This design comes from an exercise in tuning for small area and a short achievable clock period on the open sky130 flow, not from production work.
The RTL was checked by simulation tests, not by an equivalence proof against the original design.

Setup of v40:
## ConvEngine
module ConvEngine (
    input         clk,
    input         rst,
    input  [31:0] DMAport,
    input         acc_enable,
    input         acc_clear,
    output [31:0] result
);
  reg  [23:0] R0, R1, R2, R3, R4, R5;
  reg  [5:0]  z;               
  reg  [2:0]  lr;              
  reg  [31:0] acc_p, acc_g;    
  reg  [17:0] Ws, Wc, V;       
  reg  [2:0]  wrow;            
  wire [18:0] t1a, t1b;        
  wire [31:0] early;           
  wire [31:0] t2p, t2g;        
  wire [17:0] wres;            
  wire       wr  = DMAport[7];
  wire [2:0] sel = DMAport[2:0];
  wire [23:0] data = DMAport[31:8];
  wire       valid = wr & (sel < 3'd6);
  always @(posedge clk) begin
    if (wr) begin
      case (sel)
        3'd0: R0 <= data;
        3'd1: R1 <= data;
        3'd2: R2 <= data;
        3'd3: R3 <= data;
        3'd4: R4 <= data;
        3'd5: R5 <= data;
        default: ;
      endcase
    end
  end
  wire [2:0] lrn = valid ? ((sel == 3'd0 || sel == 3'd3) ? 3'b001 :
                            (sel == 3'd1 || sel == 3'd4) ? 3'b010 : 3'b100) : lr;
  wire [5:0] zn = z & ~({5'd0, valid} << sel);
  always @(posedge clk or posedge rst) begin
    if (rst) begin
      z <= 6'b111111;
      lr <= 3'b001;
    end else begin
      z <= zn;
      lr <= lrn;
    end
  end
  wire       wp = valid & (sel < 3'd3);      
  wire       wk = valid & (sel >= 3'd3);     
  wire [2:0] qp = {3{~wp}} & lrn & ~z[2:0];
  ...
==> flow/config.mk <==
export PLATFORM = sky130hd
export DESIGN_NAME = ConvEngine
export DESIGN_NICKNAME = ConvEngine
export VERILOG_FILES = /design/flow/design.v
export SDC_FILE = /design/flow/constraint.sdc
export NUM_CORES = 4
export LEC_CHECK = 0
export CAP_MARGIN = 20
export CORE_MARGIN = 2
export CORE_UTILIZATION = 40
export CTS_CLUSTER_DIAMETER = 80
export CTS_CLUSTER_SIZE = 25
export SETUP_SLACK_MARGIN = 5
export SLEW_MARGIN = 20
export SYNTH_HIERARCHICAL = 1
export SYNTH_MINIMUM_KEEP_SIZE = 0
export TNS_END_PERCENT = 5
==> flow/constraint.sdc <==
create_clock -name core_clock -period 10.0 [get_ports {clk}]
set_input_delay 2.0000 -clock core_clock [delete_from_list [all_inputs] [get_ports {clk}]]
set_output_delay 2.0000 -clock core_clock [all_outputs]
set_load 0.01 [all_outputs]
standard.sh (not shown) runs the stock make flow with config.mk's settings and CLKGATE_MAP_FILE= SYNTH_SCRIPT=/design/flow/synth_recipe.tcl, a recipe that flattens the netlist after the stock synthesis.
==> flow/flow/run.sh <==
#!/bin/bash
# The standard layout, with two changes: plain buffers (not delay cells) on the ports, and, between
# synthesis and floorplan, flow/polarity.py removes the inverters that Yosys's full-adder
# extraction leaves between full adders (it flips full adders, which are self-dual, instead).
set -euo pipefail
PORTBUF="BUFFER_PORTS_ARGS=-buffer_cell sky130_fd_sc_hd__buf_2"
bash standard.sh "$PORTBUF" synth > flow_synth.log 2>&1
NET=orfs/results/sky130hd/ConvEngine/base/1_2_yosys.v
cp "$NET" 1_2_yosys_before_polarity.v
python3 flow/polarity.py "$NET" > flow_polarity.log 2>&1
sleep 1
touch "$NET"
bash standard.sh "$PORTBUF" SETUP_SLACK_MARGIN=5.2 finish > flow_make.log 2>&1
Other scripts of this flow, unchanged in this note and not shown: flow/flow/polarity.py
Input changes introduced in v38 (baseline for comparison: v40):
diff --git a/flow/flow/run.sh b/flow/flow/run.sh
--- a/flow/flow/run.sh
+++ b/flow/flow/run.sh
@@ -11,3 +11,3 @@
 sleep 1
 touch "$NET"
-bash standard.sh "$PORTBUF" SETUP_SLACK_MARGIN=5.2 finish > flow_make.log 2>&1
+bash standard.sh "$PORTBUF" SETUP_SLACK_MARGIN=5.35 finish > flow_make.log 2>&1
Findings:
- Diff v40 -> v38: fmax now sits at about the same level, total length of routed wires now sits at about the same level.
- On worst hold slack, v38 and v40 are neck and neck.
- Via density per instance: v40 vs v38 — no meaningful difference
- As far as area after synthesis goes, v40 and v38 are indistinguishable; the numbers are identical.
- Of v38 and v40, it is v38 that has the lower max-slew headroom at the worst pin.
- For routed length per instance, v38 and v40 come out practically identical.
- Final cell utilization of the core essentially unchanged between v38 and v40.
Input changes introduced in v30 (baseline for comparison: v38):
Settings: CTS_CLUSTER_SIZE removed (was 25); TNS_END_PERCENT removed (was 5); CTS_CLUSTER_DIAMETER removed (was 80).
diff --git a/flow/flow/run.sh b/flow/flow/run.sh
--- a/flow/flow/run.sh
+++ b/flow/flow/run.sh
@@ -11,3 +11,3 @@
 sleep 1
 touch "$NET"
-bash standard.sh "$PORTBUF" SETUP_SLACK_MARGIN=5.35 finish > flow_make.log 2>&1
+bash standard.sh "$PORTBUF" finish > flow_make.log 2>&1
[summary]
v30 reached the final stage; the timing, DRC and antenna checks on its layout passed. Against v38, weighted congestion at the end of routability-driven global placement in v30 fell by a few percent. Final critical path time including I/O delays and setup ends up lower on v38. | final-layout non-clock buffer area share | v30 vs v38 | 0.44 points lower |.

---

Starting RTL as in the previous note.
Design ConvEngine, start of the top module:
module ConvEngine (
    input         clk,
    input         rst,
    input  [31:0] DMAport,
    input         acc_enable,
    input         acc_clear,
    output [31:0] result
);
Settings: LEC_CHECK=0, CAP_MARGIN=20, CORE_MARGIN=2, CORE_UTILIZATION=40, SETUP_SLACK_MARGIN=5, SLEW_MARGIN=20, SYNTH_HIERARCHICAL=1, SYNTH_MINIMUM_KEEP_SIZE=0; clock period 10.0 ns.
==> flow/flow/run.sh <==
#!/bin/bash
# The standard layout, with two changes: plain buffers (not delay cells) on the ports, and, between
# synthesis and floorplan, flow/polarity.py removes the inverters that Yosys's full-adder
# extraction leaves between full adders (it flips full adders, which are self-dual, instead).
set -euo pipefail
PORTBUF="BUFFER_PORTS_ARGS=-buffer_cell sky130_fd_sc_hd__buf_2"
bash standard.sh "$PORTBUF" synth > flow_synth.log 2>&1
NET=orfs/results/sky130hd/ConvEngine/base/1_2_yosys.v
cp "$NET" 1_2_yosys_before_polarity.v
python3 flow/polarity.py "$NET" > flow_polarity.log 2>&1
sleep 1
touch "$NET"
bash standard.sh "$PORTBUF" finish > flow_make.log 2>&1
==> flow/flow/polarity.py <==
#!/usr/bin/env python3
"""Removes inverters around full adders in a flat sky130 gate-level netlist by flipping the
polarity of full adders (a full adder is self-dual: FA(~a,~b,~c) = (~sum, ~cout)).

usage: polarity.py NETLIST.v   (rewrites the file in place; prints a summary)

Every inverter (not driving a port) is removed and its loads read (base net, polarity); each
full adder may be flipped, which complements its input pins and its outputs; flips are chosen by
local search to minimise the number of nets that still need an inverted copy; one inv_1 per such
net is then added. Registers and all other cells are left as they are."""
import re
import sys

OUT_PINS = {"X", "Y", "Q", "Q_N", "SUM", "COUT", "HI", "LO", "GCLK"}
INV = re.compile(r"sky130_fd_sc_hd__(clk)?inv_\d+$")
FA = re.compile(r"sky130_fd_sc_hd__fa_\d+$")


def main():
    path = sys.argv[1]
    text = open(path).read()
    m = re.search(r"^module ConvEngine\(.*?^endmodule", text, re.S | re.M)
    body = m.group(0)
    cell_re = re.compile(r"^(\s*)(sky130_fd_sc_hd__\w+)\s+(\S+)\s*\((.*?)\);\n", re.S | re.M)
    cells = []
    for cm in cell_re.finditer(body):
        pins = [(p, n.strip()) for p, n in re.findall(r"\.(\w+)\(([^()]*)\)", cm.group(4))]
        cells.append({"type": cm.group(2), "name": cm.group(3), "pins": pins, "span": cm.span()})
    outports = set()
    for decl in re.findall(r"^\s*output\s+(\[\d+:\d+\])?\s*(\S+);", body, re.M):
        rng, nm = decl
        if rng:
            hi, lo = map(int, rng[1:-1].split(":"))
            for i in range(min(hi, lo), max(hi, lo) + 1):
                outports.add(f"{nm}[{i}]")
        else:
            outports.add(nm)
    driver = {}
    for c in cells:
        for p, n in c["pins"]:
            if p in OUT_PINS:
                driver[n] = (c, p)
    # inverters that can go: not driving a port, input not a constant
    removable = set()
    for c in cells:
        if INV.match(c["type"]):
            pins = dict(c["pins"])
            if pins.get("Y") in outports or "'" in pins.get("A", "'"):
                continue
            removable.add(c["name"])

    def base(n):
        pol = 0
        while n in driver and driver[n][0]["name"] in removable:
            n = dict(driver[n][0]["pins"])["A"]
            pol ^= 1
        return n, pol

    fa_of_net = {}
    fas = [c for c in cells if FA.match(c["type"])]
    for i, c in enumerate(fas):
        c["fa"] = i
        for p, n in c["pins"]:
            if p in ("SUM", "COUT"):
                fa_of_net[n] = i
    # loads: (cell, pin index, base, pol)
    loads = []
    for c in cells:
        if c["name"] in removable:
            continue
        for k, (p, n) in enumerate(c["pins"]):
            if p in OUT_PINS or "'" in n:
                continue
            b, pol = base(n)
            loads.append((c, k, b, pol))
    for n in outports:
        pass  # port nets keep their drivers (inverters driving ports are kept)
    by_base = {}
    for ld in loads:
        by_base.setdefault(ld[2], []).append(ld)
    f = [0] * len(fas)

    def need(ld):
        c, k, b, pol = ld
        v = pol ^ (f[fa_of_net[b]] if b in fa_of_net else 0)
        if "fa" in c:
            v ^= f[c["fa"]]
        return v

    def base_cost(b):
        return 1 if any(need(ld) for ld in by_base.get(b, [])) else 0

    # bases touched by each FA: its outputs and the bases of its inputs
    touch = []
    for c in fas:
        s = set()
        for p, n in c["pins"]:
            if p in ("SUM", "COUT"):
                s.add(n)
            else:
                s.add(base(n)[0])
        touch.append(s)
    before = sum(base_cost(b) for b in by_base)
    improved = True
    rounds = 0
    while improved and rounds < 50:
        improved = False
        rounds += 1
        for i in range(len(fas)):
            old = sum(base_cost(b) for b in touch[i])
            f[i] ^= 1
            new = sum(base_cost(b) for b in touch[i])
            if new < old:
                improved = True
            else:
                f[i] ^= 1
    after = sum(base_cost(b) for b in by_base)
    # rewrite; the output nets of flipped full adders are renamed (they now carry the complement)
    ren = {}
    for c in fas:
        if f[c["fa"]]:
            for k, (p, n) in enumerate(c["pins"]):
                if p in ("SUM", "COUT"):
                    ren[n] = f"polflip_{len(ren)}"
                    c["pins"][k] = (p, ren[n])
    newnets = {}
    newcells = []
    for b, lds in by_base.items():
        if any(need(ld) for ld in lds):
            nn = f"polinv_{len(newnets)}"
            newnets[b] = nn
            bb = ren.get(b, b)
            bb = bb + " " if bb.startswith("\\") else bb
            newcells.append(f"  sky130_fd_sc_hd__inv_1 {nn}_cell (\n    .A({bb}),\n    .Y({nn})\n  );\n")
    for ld in loads:
        c, k, b, pol = ld
        p, _ = c["pins"][k]
        c["pins"][k] = (p, newnets[b] if need(ld) else ren.get(b, b))
    for c in fas:
        if f[c["fa"]]:
            pass  # outputs keep their nets; their meaning is complemented, accounted for in need()
    out = []
    pos = 0
    for c in cells:
        s, e = c["span"]
        out.append(body[pos:s])
        pos = e
        if c["name"] in removable:
            continue
        pins = ",\n".join(f"    .{p}({n + ' ' if n.startswith(chr(92)) else n})" for p, n in c["pins"])
        out.append(f"  {c['type']} {c['name']} (\n{pins}\n  );\n")
    rest = body[pos:]
    decl = "".join(f"  wire {nn};\n" for nn in list(newnets.values()) + list(ren.values()))
    newbody = "".join(out)
    # declarations go right after the module header line
    hdr_end = newbody.index(";\n") + 2
    newbody = newbody[:hdr_end] + decl + newbody[hdr_end:] + "".join(newcells) + rest
    # drop declarations of nets nothing connects to any more (outputs of removed inverters)
    used = set()
    for c in cells:
        if c["name"] not in removable:
            used.update(n for p, n in c["pins"])
    dead = set()
    for c in cells:
        if c["name"] in removable:
            y = dict(c["pins"])["Y"]
            if y not in used and y not in outports:
                dead.add(y)
    def keep(line):
        dm = re.match(r"^\s*wire\s+(\S+)\s*;\s*$", line)
        if dm:
            nm = dm.group(1)
            return not (nm in dead or (nm.startswith("\\") and nm in dead))
        return True
    lines = newbody.split("\n")
    newbody = "\n".join(l for l in lines if keep(l))
    text = text[:m.start()] + newbody + text[m.end():]
    open(path, "w").write(text)
    print(f"full adders {len(fas)}, flipped {sum(f)}; inverters removed {len(removable)}, "
          f"added {len(newnets)} (before flipping {before}); rounds {rounds}")


if __name__ == "__main__":
    main()
The first run passed the timing, DRC and antenna checks.
Rerun with:
==> flow/flow/run.sh (replaced) <==
#!/bin/bash
# The standard layout (standard.sh, same synthesis and steps), with three changes:
#  - plain buffers (buf_2), not delay cells, on the ports;
#  - between synthesis and floorplan, flow/polarity.py removes the inverters that Yosys's
#    full-adder extraction leaves between full adders, by flipping full adders instead (a full
#    adder is self-dual); registers are untouched;
#  - repair aims at 5.2 ns of setup slack (config.mk's TNS_END_PERCENT keeps it to the worst
#    endpoints).
# Each tool's output goes to a log file of its own in this folder.
set -euo pipefail
PORTBUF="BUFFER_PORTS_ARGS=-buffer_cell sky130_fd_sc_hd__buf_2"
bash standard.sh "$PORTBUF" synth > flow_synth.log 2>&1
NET=orfs/results/sky130hd/ConvEngine/base/1_2_yosys.v
cp "$NET" 1_2_yosys_before_polarity.v
python3 flow/polarity.py "$NET" > flow_polarity.log 2>&1
sleep 1
touch "$NET"
bash standard.sh "$PORTBUF" SETUP_SLACK_MARGIN=5.2 finish > flow_make.log 2>&1
--- a/flow/flow/polarity.py
+++ b/flow/flow/polarity.py
@@ -9,4 +9,5 @@
 local search to minimise the number of nets that still need an inverted copy; one inv_1 per such
 net is then added. Registers and all other cells are left as they are."""
+import random
 import re
 import sys
@@ -102,17 +103,33 @@
         touch.append(s)
     before = sum(base_cost(b) for b in by_base)
-    improved = True
+    rng = random.Random(1)
+
+    def descend():
+        rounds = 0
+        improved = True
+        while improved and rounds < 100:
+            improved = False
+            rounds += 1
+            for i in range(len(fas)):
+                old = sum(base_cost(b) for b in touch[i])
+                f[i] ^= 1
+                new = sum(base_cost(b) for b in touch[i])
+                if new < old or (new == old and rng.random() < 0.3):
+                    improved = improved or new < old
+                else:
+                    f[i] ^= 1
+        return sum(base_cost(b) for b in by_base)
+
+    best, bestf = descend(), list(f)
+    for attempt in range(60):
+        f[:] = [rng.randint(0, 1) if attempt % 2 else x for x in bestf]
+        if attempt % 2 == 0:
+            for _ in range(8):
+                f[rng.randrange(len(f))] ^= 1
+        cost = descend()
+        if cost < best:
+            best, bestf = cost, list(f)
+    f[:] = bestf
     rounds = 0
-    while improved and rounds < 50:
-        improved = False
-        rounds += 1
-        for i in range(len(fas)):
-            old = sum(base_cost(b) for b in touch[i])
-            f[i] ^= 1
-            new = sum(base_cost(b) for b in touch[i])
-            if new < old:
-                improved = True
-            else:
-                f[i] ^= 1
     after = sum(base_cost(b) for b in by_base)
     # rewrite; the output nets of flipped full adders are renamed (they now carry the complement)
CTS_CLUSTER_DIAMETER = 100   (was not set)
CTS_CLUSTER_SIZE = 30   (was not set)
GPL_TIMING_DRIVEN = 0   (was not set)
TNS_END_PERCENT = 5   (was not set)
Effect: The new run finished clean. Register-to-register slack is better by 0.08 ns. Clock-buffer cell count came out lower by 32. Die area barely changes. Worst hold slack is better by 0.0087 ns.
Rerun with:
==> flow/flow/run.sh (replaced) <==
#!/bin/bash
# The standard layout, with two changes: plain buffers (not delay cells) on the ports, and, between
# synthesis and floorplan, flow/polarity.py removes the inverters that Yosys's full-adder
# extraction leaves between full adders (it flips full adders, which are self-dual, instead).
set -euo pipefail
PORTBUF="BUFFER_PORTS_ARGS=-buffer_cell sky130_fd_sc_hd__buf_2"
bash standard.sh "$PORTBUF" synth > flow_synth.log 2>&1
NET=orfs/results/sky130hd/ConvEngine/base/1_2_yosys.v
cp "$NET" 1_2_yosys_before_polarity.v
python3 flow/polarity.py "$NET" > flow_polarity.log 2>&1
sleep 1
touch "$NET"
bash standard.sh "$PORTBUF" finish > flow_make.log 2>&1
CORE_UTILIZATION = 55   (was 40)
CTS_CLUSTER_DIAMETER = not set   (was 100)
CTS_CLUSTER_SIZE = not set   (was 30)
GPL_TIMING_DRIVEN = not set   (was 0)
TNS_END_PERCENT = not set   (was 5)
Effect: Synthesized area is unchanged. Routed wire length went down by 9.7%. Global-route usage came out higher by 5.3 points.
Rerun with:
==> flow/flow/run.sh (replaced) <==
#!/bin/bash
# The standard layout (standard.sh, same synthesis and steps), with three changes:
#  - plain buffers (buf_2), not delay cells, on the ports;
#  - between synthesis and floorplan, flow/polarity.py removes the inverters that Yosys's
#    full-adder extraction leaves between full adders, by flipping full adders instead (a full
#    adder is self-dual); registers are untouched;
#  - repair aims at 5.2 ns of setup slack (config.mk's TNS_END_PERCENT keeps it to the worst
#    endpoints).
# Each tool's output goes to a log file of its own in this folder.
set -euo pipefail
PORTBUF="BUFFER_PORTS_ARGS=-buffer_cell sky130_fd_sc_hd__buf_2"
bash standard.sh "$PORTBUF" synth > flow_synth.log 2>&1
NET=orfs/results/sky130hd/ConvEngine/base/1_2_yosys.v
cp "$NET" 1_2_yosys_before_polarity.v
python3 flow/polarity.py "$NET" > flow_polarity.log 2>&1
sleep 1
touch "$NET"
bash standard.sh "$PORTBUF" SETUP_SLACK_MARGIN=5.2 finish > flow_make.log 2>&1
CORE_UTILIZATION = 40   (was 55)
CTS_CLUSTER_DIAMETER = 100   (was not set)
CTS_CLUSTER_SIZE = 30   (was not set)
PLACE_DENSITY = 0.75   (was not set)
TNS_END_PERCENT = 5   (was not set)
Effect:
- The new run ran to the end with no violations
- worst setup slack gains 0.15 ns
- hold slack gains 0.011 ns
- cell count went up by 7.7%
- sequential share of layout area went up by 1.0 points
- synthesized area does not change
- wire length went down by 3.9%
- register-to-register slack gains 0.04 ns
- global-route usage went down by 7.8 points
- first-iteration DRC count went up by 3.1%
- via count stays flat

re-timing with driven ports:
How much do the figures lean on ideal ports? The routed layouts below were timed once more, with nothing changed but the port constraints. Step 1 assumes that a clkbuf_16 drives the clock port and a buf_2 every other input. Step 2 adds t to the input delays and takes it off the output delays; t is the mean of the earliest and latest rising clock arrival at the registers after step 1. Input paths then give back, and output paths get back, about the clock's delay inside the block. a / b / c = no drivers / after step 1 / after step 2; a / b = the first two.
| run | t, ns | setup slack, ns | worst setup path after step 2 | clock arrival spread, ns | worst register clock-pin slew, ns |
|---|---|---|---|---|---|
| v40 | 0.597 | 5.268 / 5.211 / 4.875 | input to register | 0.039 / 0.039 | 0.10 / 0.10 |
| v38 | 0.596 | 5.261 / 5.204 / 4.878 | input to register | 0.039 / 0.038 | 0.10 / 0.10 |
| v30 | 0.611 | 5.121 / 5.065 / 4.852 | input to register | 0.016 / 0.017 | 0.06 / 0.06 |
| the first run of note 2 | 0.599 | 5.175 / 5.119 / 4.887 | input to register | 0.017 / 0.017 | 0.06 / 0.06 |
| the second run of note 2 | 0.597 | 5.196 / 5.141 / 4.963 | input to register | 0.035 / 0.035 | 0.12 / 0.12 |
| the third run of note 2 | 0.613 | 5.093 / 5.040 / 5.201 | register to register | 0.019 / 0.019 | 0.07 / 0.07 |
| the fourth run of note 2 | 0.577 | 5.241 / 5.192 / 4.990 | input to register | 0.019 / 0.019 | 0.12 / 0.12 |
After both steps setup and hold are still met in every run listed. The setup slack of v40, which loses most, moves by -0.057 ns with the drivers and by -0.393 ns with both steps.
